Source: an optimization exercise on an open RTL-to-GDS flow (aim: small area, a short achievable clock period and few clock cycles per item). Production flows keep margins and buffers that such runs may drop. At most, simulation tests tie the RTL to the original design; equivalence was not proved. Power figures rest on the tool's default switching activity, not on a simulated workload.

// sha1_block
module sha1_block (
    input wire clk,
    input wire rst,
    input wire start,
    input wire [159:0] context_in,
    input wire [511:0] block,
    output wire done,
    output wire [159:0] context_out);
Size: ~3,000 cells after synthesis, about 720 flip-flops, ~32,000 sq um of cells after synthesis.
clock: 6.0 ns
lec_check: 0
cap_margin: 20
core_margin: 2
core_utilization: 50
cts_buf_list: sky130_fd_sc_hd__clkbuf_4 sky130_fd_sc_hd__clkbuf_8
cts_cluster_size: 30
place_density: 0.65
setup_slack_margin: 2.3
slew_margin: 20
standard.sh (not shown) runs the stock make flow with config.mk's settings and CLKGATE_MAP_FILE= SYNTH_SCRIPT=/design/flow/synth_recipe.tcl, a recipe that flattens the netlist after the stock synthesis.
==> flow/flow/run.sh <==
#!/bin/bash
# The standard ORFS layout (standard.sh), except that the buffers ORFS puts on
# every input and output port are the smallest buffer cell instead of the
# resizer's default choice.
set -euo pipefail
bash standard.sh BUFFER_PORTS_ARGS="-buffer_cell sky130_fd_sc_hd__buf_1" finish > flow_make.log 2>&1
The first run finished with timing, DRC and antenna clean.
Next try:
Settings changed: CTS_BUF_LIST sky130_fd_sc_hd__clkbuf_4 sky130_fd_sc_hd__clkbuf_8 to default, CTS_CLUSTER_SIZE 30 to default, SETUP_SLACK_MARGIN 2.3 to 2.7.
Total power climbs by 4.8%.
Die area is unchanged.
Critical path depth decreases by 2.
Sequential power falls by about 1%.
Worst setup slack is better by 32 ps.
Sequential share of layout area goes down by 1.4 points.
Clock-buffer cell count came out lower by 63.
Via count came out higher by 0.63%.
Register-to-register slack improved by 120 ps.
Sequential cell count is unchanged.
Next try:
Settings changed: CORE_UTILIZATION 50 to 65, PLACE_DENSITY 0.65 to 0.75, SETUP_SLACK_MARGIN 2.7 to 2.3.
=> Now the flow ended with an error in I/O pin placement on PPL-0024; synthesized area does not change; synthesized cell count is unchanged.
Next try:
Settings changed: CORE_UTILIZATION 65 to 50, PLACE_DENSITY 0.75 to 0.65, SETUP_SLACK_MARGIN 2.3 to 3.1.
What happened:
- This time the run passed the timing, design-rule and antenna checks
- area after synthesis does not change
- synthesized cell count does not change
Next try:
Settings changed: SETUP_SLACK_MARGIN 3.1 to 2.3.
Outcome: The new run produced a clean layout; wire length is lower by 2.3%; design area is lower by 5.4%; utilization is lower by 3.5 points.
Function was not checked in any run of this note: the RTL went through the layout flow alone.

========
run C:
The RTL this note starts from:
==> flow/design.v <==
module sha1_block (
    input wire clk,
    input wire rst,
    input wire start,
    input wire [159:0] context_in,
    input wire [511:0] block,
    output wire done,
    output wire [159:0] context_out);
reg [31:0] a, b, c;       
reg [511:0] win;         
reg [31:0] s;            
reg [31:0] pw;           
reg [31:0] yz;           
reg [6:0] cnt;           
reg [3:0] gk;            
reg [2:0] gf;            
reg busy;
reg f1, f2, f81, f82, f83;   
reg done_r;
assign done = done_r;
assign context_out = {b, rotl2(c), pw, s, a};
wire [31:0] h0 = context_in[159:128];
wire [31:0] h1 = context_in[127:96];
wire [31:0] h2 = context_in[95:64];
wire [31:0] h3 = context_in[63:32];
wire [31:0] h4 = context_in[31:0];
function [31:0] rotl5(input [31:0] x); rotl5 = {x[26:0], x[31:27]}; endfunction
function [31:0] rotr2(input [31:0] x); rotr2 = {x[1:0], x[31:2]}; endfunction
function [31:0] rotl2(input [31:0] x); rotl2 = {x[29:0], x[31:30]}; endfunction
function [31:0] rotl1(input [31:0] x); rotl1 = {x[30:0], x[31]}; endfunction
function [31:0] kconst(input [3:0] g);
    kconst = ({32{g[0]}} & 32'h5A827999) | ({32{g[1]}} & 32'h6ED9EBA1) |
             ({32{g[2]}} & 32'h8F1BBCDC) | ({32{g[3]}} & 32'hCA62C1D6);
endfunction
wire [31:0] wx = rotl1(win[95:64] ^ win[255:224] ^ win[447:416] ^ win[511:480]);
wire [31:0] wb = block[511 - 32*cnt[3:0] -: 32];
wire [31:0] wh = (cnt[1:0] == 2'd0) ? h4 : (cnt[1:0] == 2'd1) ? h3 : h2;
wire [31:0] wn = start ? block[511:480] : (cnt < 7'd16) ? wb : (cnt >= 7'd80) ? wh : wx;
wire [31:0] wq1 = win[31:0];                
wire [31:0] y = rotr2(b), z = c;
wire [31:0] fp = ({32{gf[0]}} & y) | ({32{gf[1]}} & ~yz) | ({32{gf[2]}} & (y | z));
wire [31:0] fq = ({32{gf[0]}} & z) | ({32{gf[1]}} & yz) | ({32{gf[2]}} & (y & z));
wire [31:0] f = (a & fp) | (~a & fq);      
wire [31:0] a_n = rotl5(a) + s;
wire [31:0] s_n = f + pw;
wire [31:0] pw_n = c + kconst(gk) + wq1;
wire [31:0] hb = {32{f82 | f83}} & yz;
always @(posedge clk) begin
    if (rst) begin
        busy <= 1'b0;
        done_r <= 1'b0;
    end else begin
        done_r <= busy && f83;
        if (start) busy <= 1'b1;
        else if (f83) busy <= 1'b0;
    end
    if (start) cnt <= 7'd1;
    else cnt <= cnt + 7'd1;
    f1 <= start;
    f2 <= f1;
    f81 <= busy && !start && (cnt == 7'd80);
    f82 <= busy && !start && (cnt == 7'd81);
    f83 <= busy && !start && (cnt == 7'd82);
    if (start || cnt < 7'd20) gk <= 4'b0001;
    else if (cnt < 7'd40) gk <= 4'b0010;
    else if (cnt < 7'd60) gk <= 4'b0100;
    else if (cnt < 7'd80) gk <= 4'b1000;
    else gk <= 4'b0000;
    gf <= (f81 || f82) ? 3'b000 : {gk[2], gk[1] | gk[3], gk[0]};
    win <= {win[479:0], wn};
    s <= s_n;
    pw <= pw_n;
    yz <= f81 ? h1 : f82 ? h0 : rotr2(a) ^ rotr2(b);
    if (start) begin
        a <= rotl2(h2);
        b <= rotl2(h3);
        c <= h4;
    end else begin
        a <= f1 ? h1 : f2 ? h0 : f83 ? s : a_n;
        b <= a + hb;
        c <= rotr2(b);
    end
end
endmodule
==> flow/config.mk <==
export PLATFORM = sky130hd
export DESIGN_NAME = sha1_block
export DESIGN_NICKNAME = sha1_block
export VERILOG_FILES = /design/flow/design.v
export SDC_FILE = /design/flow/constraint.sdc
export NUM_CORES = 4
export LEC_CHECK = 0
export CAP_MARGIN = 20
export CORE_MARGIN = 2
export CORE_UTILIZATION = 50
export CTS_BUF_LIST = sky130_fd_sc_hd__clkbuf_8
export PLACE_DENSITY = 0.65
export SETUP_SLACK_MARGIN = 2.3
export SLEW_MARGIN = 20
==> flow/constraint.sdc <==
create_clock -name core_clock -period 6.0 [get_ports {clk}]
set_input_delay 1.2000 -clock core_clock [delete_from_list [all_inputs] [get_ports {clk}]]
set_output_delay 1.2000 -clock core_clock [all_outputs]
set_load 0.01 [all_outputs]
Scripts as last shown in full above: flow/flow/run.sh
Run C went all the way through the flow, and no timing, DRC or antenna check failed.
Testbench counts of run C, summed over its fixed seeds: cycles 43,520, blocks 512.
Input-level comparison between run F and run C:
diff --git a/flow/config.mk b/flow/config.mk
--- a/flow/config.mk
+++ b/flow/config.mk
@@ -10,5 +10,4 @@
 export CORE_UTILIZATION = 50
-export CTS_BUF_LIST = sky130_fd_sc_hd__clkbuf_8
 export PLACE_DENSITY = 0.65
-export SETUP_SLACK_MARGIN = 2.3
+export SETUP_SLACK_MARGIN = 2.6
 export SLEW_MARGIN = 20
## What came out
Looking at buffers inserted during post-CTS setup optimization, run F sits above run C. Clock buffer count delta for run F relative to run C: 37 lower. Taking run C as the reference, in run F number of DRC violations after detailed-routing iteration 0 rose by 2.9%, time the final worst path needs with I/O delays and setup saw a decrease, worst hold slack +0.023 ns.

static timing again, ports no longer ideal:
The results above use ideal ports. As a check the final layouts listed here were re-extracted and re-timed, cells and wires unchanged.
Step 1: set_driving_cell puts a clkbuf_16 on clk and a buf_2 on each other input, an assumption about the parent block.
Step 2 adds t to the input delays and takes it off the output delays; t is the mean of the earliest and latest rising clock arrival at the registers after step 1. Input paths then give back, and output paths get back, about the clock's delay inside the block.
Slacks: ideal / step 1 / step 2; pairs: ideal / step 1.
run	shift t [ns]	setup slack, ns	worst hold slack (ns)	clock arrival spread, ns	worst register clock-pin slew, ns
the first run of note 1	0.786	2.254 / 2.254 / 1.586	0.304 / 0.304 / 0.304	0.049 / 0.050	0.07 / 0.07
the second run of note 1	0.684	2.286 / 2.315 / 1.631	0.320 / 0.320 / 0.320	0.023 / 0.023	0.07 / 0.07
the fourth run of note 1	0.680	2.278 / 2.318 / 1.638	0.312 / 0.312 / 0.312	0.032 / 0.032	0.07 / 0.07
the fifth run of note 1	0.681	2.258 / 2.276 / 1.620	0.313 / 0.313 / 0.313	0.028 / 0.028	0.07 / 0.07
run C	0.784	2.302 / 2.302 / 2.302	0.294 / 0.294 / 0.294	0.052 / 0.051	0.08 / 0.08
run F	0.685	2.463 / 2.463 / 2.375	0.318 / 0.318 / 0.318	0.023 / 0.022	0.07 / 0.07
After both steps setup and hold are still met in every run listed. The setup slack of the first run of note 1, which loses most, moves by 0.000 ns with the drivers and by -0.668 ns with both steps.
